From an optimization exercise on the open Yosys and OpenROAD flow, aimed at small area; shortcuts taken in it are not production practice. Where RTL was checked, it was by simulation tests only, not by an equivalence proof against the original.

==> flow/design.v <==
`timescale 1ns / 1ps
module fft16_top(
    input clk,
    input rst,
    input [15:0] data_in,
    input [3:0] write_addr,
    input we,
    input [3:0] read_addr,
    input re,
    output [15:0] data_r,
    output [15:0] data_i
    );
    function [15:0] tr17; input [16:0] s; tr17 = {s[16], s[14:0]}; endfunction
    function [15:0] tr18; input [17:0] s; tr18 = {s[17], s[14:0]}; endfunction
    function [15:0] addsub;
        input [15:0] a, b; input sub;
        reg [16:0] s;
        begin
            s = {a[15], a} + ({b[15], b} ^ {17{sub}}) + {16'd0, sub};
            addsub = tr17(s);
        end
    endfunction
    function [15:0] add3;
        input [15:0] a, o1, o2; input c0, c1;
        reg [17:0] s;
        begin
            s = {{2{a[15]}}, a} + {{2{o1[15]}}, o1} + {{2{o2[15]}}, o2} + {17'd0, c0} + {17'd0, c1};
            add3 = tr18(s);
        end
    endfunction
    reg [16:0] S [0:7];
    reg [16:1] Dh [0:7];
    wire [16:0] D [0:7];
    genvar g;
    wire [2:0] wp = write_addr[2:0];
    wire whi = write_addr[3];
    reg [16:0] s_old, d_old;
    integer q;
    always @* begin
        s_old = S[0]; d_old = D[0];
        for (q = 1; q < 8; q = q + 1)
            if (wp == q) begin s_old = S[q]; d_old = D[q]; end
    end
    wire [17:0] osum = {s_old[16], s_old} + ({d_old[16], d_old} ^ {18{~whi}}) + {17'd0, ~whi};
    wire [15:0] o = osum[16:1];
    wire [16:0] s_new = {data_in[15], data_in} + {o[15], o};
    wire [15:0] dpos = whi ? o : data_in, dneg = whi ? data_in : o;
    wire [16:0] d_new = {dpos[15], dpos} + ~{dneg[15], dneg} + 17'd1;
    generate for (g = 0; g < 8; g = g + 1) begin : smem
        always @(posedge clk)
            if (we && wp == g) begin S[g] <= s_new; Dh[g] <= d_new[16:1]; end
        assign D[g] = {Dh[g], S[g][0]};
    end endgenerate
    wire k0 = read_addr[0], k1 = read_addr[1], k2 = read_addr[2];
    wire [15:0] AS [0:7];
    wire [15:0] AD [0:7];
    generate for (g = 0; g < 8; g = g + 1) begin : st1
        assign AS[g] = tr17(S[g]);
        assign AD[g] = tr17(D[g]);
    end endgenerate
    wire [15:0] Cr [0:1];
    wire [15:0] Ci [0:1];
    generate for (g = 0; g < 2; g = g + 1) begin : st3
        wire [15:0] a0 = AD[g], a4 = AD[g+4], a2 = AD[g+2], a6 = AD[g+6];
        wire [15:0] e0 = AS[g], e4 = AS[g+4], e2 = AS[g+2], e6 = AS[g+6];
        wire min6 = (a6 == 16'h8000) & k0 & ~k1;
        wire min4 = (a4 == 16'h8000) & k0 & ~k1;
        wire [17:0] x3 = {a2[15], a2, 1'b0} + {{2{a2[15]}}, a2};
        wire [17:0] y3 = {a6[15], a6, 1'b0} + {{2{a6[15]}}, a6};
        wire [22:0] xs, xc, ys, yc, xsum, ysum;
        assign xs = k0 ? {{1{x3[17]}}, x3, 4'b0001} : {e2[15], e2, 6'b111111};
        assign xc = k0 ? ~{{5{x3[17]}}, x3} : {{e6[15], e6} ^ {17{k1}}, 5'b0, k1};
        assign ys = k0 ? {{1{y3[17]}}, y3, 4'b0001} : {e0[15], e0, 6'b111111};
        assign yc = k0 ? ~{{5{y3[17]}}, y3} : {{e4[15], e4} ^ {17{k1}}, 5'b0, k1};
        assign xsum = xs + xc;
        assign ysum = ys + yc;
        wire [15:0] xo = {k0 ? xsum[21] : xsum[22], xsum[20:6]};
        wire [15:0] yo = {k0 ? ysum[21] : ysum[22], ysum[20:6]} & {16{~min6}};
        wire nb = |a2[5:0], n6 = |a6[5:0] & ~min6;
        reg [15:0] pr, o1, o2, pi, o3, o4;
        reg c1, c2, c3, c4;
        always @* begin
            if (!k0) begin
                pr = yo;
                o1 = k1 ? 16'd0 : (xo ^ {16{k2}}); c1 = ~k1 & k2;
                o2 = 16'd0; c2 = 1'b0;
                pi = 16'd0;
                o3 = 16'd0; c3 = 1'b0;
                o4 = k1 ? (xo ^ {16{~k2}}) : 16'd0; c4 = k1 & ~k2;
            end else begin
                pr = a0;
                o1 = xo ^ {16{k1 ^ k2}};  c1 = k1 ? (k2 ? nb : ~nb) : k2;
                o2 = yo ^ {16{~(k1 ^ k2)}}; c2 = k1 ? (k2 ? ~n6 : n6) : ~k2;
                pi = k1 ? a4 : (min4 ? 16'd0 : ~a4);
                o3 = yo ^ {16{~k2}};  c3 = k2 ? n6 : ~n6;
                o4 = xo ^ {16{~k2}};  c4 = k2 ? nb : ~nb;
            end
        end
        wire ci_extra = k0 & ~k1 & ~min4;
        assign Cr[g] = add3(pr, o1, o2, c1, c2);
        wire [17:0] si = {{2{pi[15]}}, pi} + {{2{o3[15]}}, o3} + {{2{o4[15]}}, o4}
                       + {17'd0, c3} + {17'd0, c4} + {17'd0, ci_extra};
        assign Ci[g] = tr18(si);
    end endgenerate
    reg [15:0] ar4, ai4, br4, bi4;
    reg [3:0]  k4;
    always @(posedge clk)
        if (re) begin
            ar4 <= Cr[0]; ai4 <= Ci[0]; br4 <= Cr[1]; bi4 <= Ci[1];
            k4 <= read_addr;
        end
    wire odd4 = k4[0];
    wire [24:0] uar, uai, ubr, ubi;
    prods pr4(br4, odd4, uar, ubr);
    prods pi4(bi4, odd4, uai, ubi);
    wire [15:0] har = uar[23:8], hai = uai[23:8], hbr = ubr[23:8], hbi = ubi[23:8];
    wire n6r = |br4[5:0], n7r = |br4[6:0], n6i = |bi4[5:0], n7i = |bi4[6:0];
    function [16:0] hsel;    
        input [1:0] cls; input [15:0] v, ha, hb; input n6, n7;
        case (cls)
        2'd1: hsel = {1'b0, v};
        2'd2: hsel = {n6, ha};
        2'd3: hsel = {n7, hb};
        default: hsel = 17'd0;
        endcase
    endfunction
    reg [1:0] cr, ci;    
    reg swr, swi;        
    always @* begin
        case (k4[2:0])
        3'd0: begin cr = 1; ci = 0; swr = 0; swi = 0; end
        3'd1: begin cr = 2; ci = 3; swr = 0; swi = 1; end
        3'd2: begin cr = 2; ci = 2; swr = 0; swi = 1; end
        3'd3: begin cr = 3; ci = 2; swr = 0; swi = 1; end
        3'd4: begin cr = 0; ci = 1; swr = 0; swi = 1; end
        3'd5: begin cr = 3; ci = 2; swr = 1; swi = 1; end
        3'd6: begin cr = 2; ci = 2; swr = 1; swi = 1; end
        default: begin cr = 2; ci = 3; swr = 1; swi = 1; end
        endcase
    end
    wire q4 = k4[3];
    wire [16:0] t1 = hsel(cr, br4, har, hbr, n6r, n7r);   
    wire [16:0] t2 = hsel(ci, bi4, hai, hbi, n6i, n7i);   
    wire [16:0] t3 = hsel(cr, bi4, hai, hbi, n6i, n7i);   
    wire [16:0] t4 = hsel(ci, br4, har, hbr, n6r, n7r);   
    wire s1 = swr ^ q4, s2 = swi ^ ~q4, s3 = swr ^ q4, s4 = swi ^ q4;
    wire [15:0] o1 = t1[15:0] ^ {16{s1}}, o2 = t2[15:0] ^ {16{s2}};
    wire [15:0] o3 = t3[15:0] ^ {16{s3}}, o4 = t4[15:0] ^ {16{s4}};
    wire c1 = s1 ^ (swr & t1[16]), c2 = s2 ^ (swi & t2[16]);
    wire c3 = s3 ^ (swr & t3[16]), c4 = s4 ^ (swi & t4[16]);
    assign data_r = add3(ar4, o1, o2, c1, c2);
    assign data_i = add3(ai4, o3, o4, c3, c4);
endmodule
module csa32 #(parameter W = 25) (input [W-1:0] x, y, z, output [W-1:0] s, c);
    assign s = x ^ y ^ z;
    assign c = {(x[W-2:0] & y[W-2:0]) | (z[W-2:0] & (x[W-2:0] | y[W-2:0])), 1'b0};
endmodule
module prods (input [15:0] v, input odd, output [24:0] ua, output [24:0] ub);
    wire [24:0] e = {{9{v[15]}}, v};
    wire [24:0] v3 = (e << 1) + e;
    wire [24:0] s, c;
    csa32 #(25) l1 ({v3[20:0], 4'b0000} | {24'd0, ~odd}, odd ? (e << 3) : 25'd0,
                    v3 ^ {25{~odd}}, s, c);
    assign ua = (s + c) << 2;
    assign ub = ({v3[20:0], 4'b0000} + e) << 1;
endmodule
Settings: LEC_CHECK=0, CAP_MARGIN=20, CORE_MARGIN=2, CORE_UTILIZATION=40, SLEW_MARGIN=20; clock period 10.0 ns.
standard.sh (not shown) runs the stock make flow with config.mk's settings and CLKGATE_MAP_FILE= SYNTH_SCRIPT=/design/flow/synth_recipe.tcl, a recipe that flattens the netlist after the stock synthesis.
==> flow/flow/run.sh <==
#!/bin/bash
set -euo pipefail
here="$(pwd)"
rm -rf "$here/orfs_scripts"
cp -r "$FLOW_HOME/scripts" "$here/orfs_scripts"
cp "$here/flow/abc.script" "$here/orfs_scripts/abc_speed.script"
export SCRIPTS_DIR="$here/orfs_scripts"
bash standard.sh > "$here/standard.log" 2>&1
==> flow/flow/abc.script <==
strash
dc2
dch -f
amap
topo
stime -c
buffer -c
upsize -c
dnsize -c
The starting point finished with negative setup slack left.
Then changed:
--- a/flow/design.v
+++ b/flow/design.v
@@ -109,11 +109,15 @@
             ar4 <= Cr[0]; ai4 <= Ci[0]; br4 <= Cr[1]; bi4 <= Ci[1];
             k4 <= read_addr;
         end
     wire odd4 = k4[0];
-    wire [24:0] uar, uai, ubr, ubi;
-    prods pr4(br4, odd4, uar, ubr);
-    prods pi4(bi4, odd4, uai, ubi);
+    wire [24:0] uar_s, uar_c, ubr_s, ubr_c, uai_s, uai_c, ubi_s, ubi_c;
+    prodA pa_r(br4, odd4, uar_s, uar_c);
+    prodA pa_i(bi4, odd4, uai_s, uai_c);
+    prodB pb_r(br4, ubr_s, ubr_c);
+    prodB pb_i(bi4, ubi_s, ubi_c);
+    wire [24:0] uar = uar_s + uar_c, uai = uai_s + uai_c;
+    wire [24:0] ubr = ubr_s + ubr_c, ubi = ubi_s + ubi_c;
     wire [15:0] har = uar[23:8], hai = uai[23:8], hbr = ubr[23:8], hbi = ubi[23:8];
     wire n6r = |br4[5:0], n7r = |br4[6:0], n6i = |bi4[5:0], n7i = |bi4[6:0];
     function [16:0] hsel;    
         input [1:0] cls; input [15:0] v, ha, hb; input n6, n7;
@@ -154,13 +158,19 @@
 module csa32 #(parameter W = 25) (input [W-1:0] x, y, z, output [W-1:0] s, c);
     assign s = x ^ y ^ z;
     assign c = {(x[W-2:0] & y[W-2:0]) | (z[W-2:0] & (x[W-2:0] | y[W-2:0])), 1'b0};
 endmodule
-module prods (input [15:0] v, input odd, output [24:0] ua, output [24:0] ub);
+module prodA (input [15:0] v, input odd, output [24:0] s, output [24:0] c);
     wire [24:0] e = {{9{v[15]}}, v};
-    wire [24:0] v3 = (e << 1) + e;
-    wire [24:0] s, c;
-    csa32 #(25) l1 ({v3[20:0], 4'b0000} | {24'd0, ~odd}, odd ? (e << 3) : 25'd0,
-                    v3 ^ {25{~odd}}, s, c);
-    assign ua = (s + c) << 2;
-    assign ub = ({v3[20:0], 4'b0000} + e) << 1;
+    wire [24:0] ne = ~e;
+    wire [24:0] r1 = {e[16:0], odd ? 8'd20 : 8'd80};
+    wire [24:0] r3 = odd ? (ne << 2) : (e << 2);
+    wire [24:0] r4 = odd ? 25'd0 : (ne << 6);
+    wire [24:0] s1, c1;
+    csa32 #(25) l1 (r1, ne << 4, r3, s1, c1);
+    csa32 #(25) l2 (s1, c1, r4, s, c);
 endmodule
+module prodB (input [15:0] v, output [24:0] s, output [24:0] c);
+    wire [24:0] e = {{9{v[15]}}, v};
+    wire [24:0] ne = ~e;
+    csa32 #(25) l1 ({e[17:0], 7'd32}, ne << 5, e << 1, s, c);
+endmodule
=>
- This time the run ran to the end with no violations
- cell area is lower by 4.0%
- utilization is lower by 3.2 points
- count of clock-buffer cells in the layout is higher by 3
- final cell count is lower by 3.6%
- synthesized cell count is higher by 0.65%
- wire length is lower by 1.2%
- worst setup slack gets better by 1.3 ns
- critical path depth is lower by 10
- synthesized area is higher by 1.9%
- via count is lower by 3.6%
For the first run of this note, only the layout was checked, not whether the RTL still works.

-- afterwards: timing with drivers on the ports --
In the flow no input, the clock included, has a driving cell. The finished layouts below were timed again as built, in two steps.
Step 1: set_driving_cell puts a clkbuf_16 on clk and a buf_2 on each other input, an assumption about the parent block.
Step 2 moves the port delays by t, midway between the first and last clock arrival at a register: inputs arrive t later, outputs are due t later. That takes back most of the time a late clock gives input paths.
Slacks: no drivers / after step 1 / after step 2; pairs: no drivers / after step 1.
| run | shift t [ns] | setup WS [ns] | worst slew at a driven data input, ns |
|---|---|---|---|
| the first run | 0.620 | -0.954 / -1.018 / -0.398 | 0.07 |
| the second run | 0.627 | 0.326 / 0.263 / 0.294 | 0.10 |
The setup slack of the second run, which loses most, moves by -0.063 ns with the drivers and by -0.032 ns with both steps.
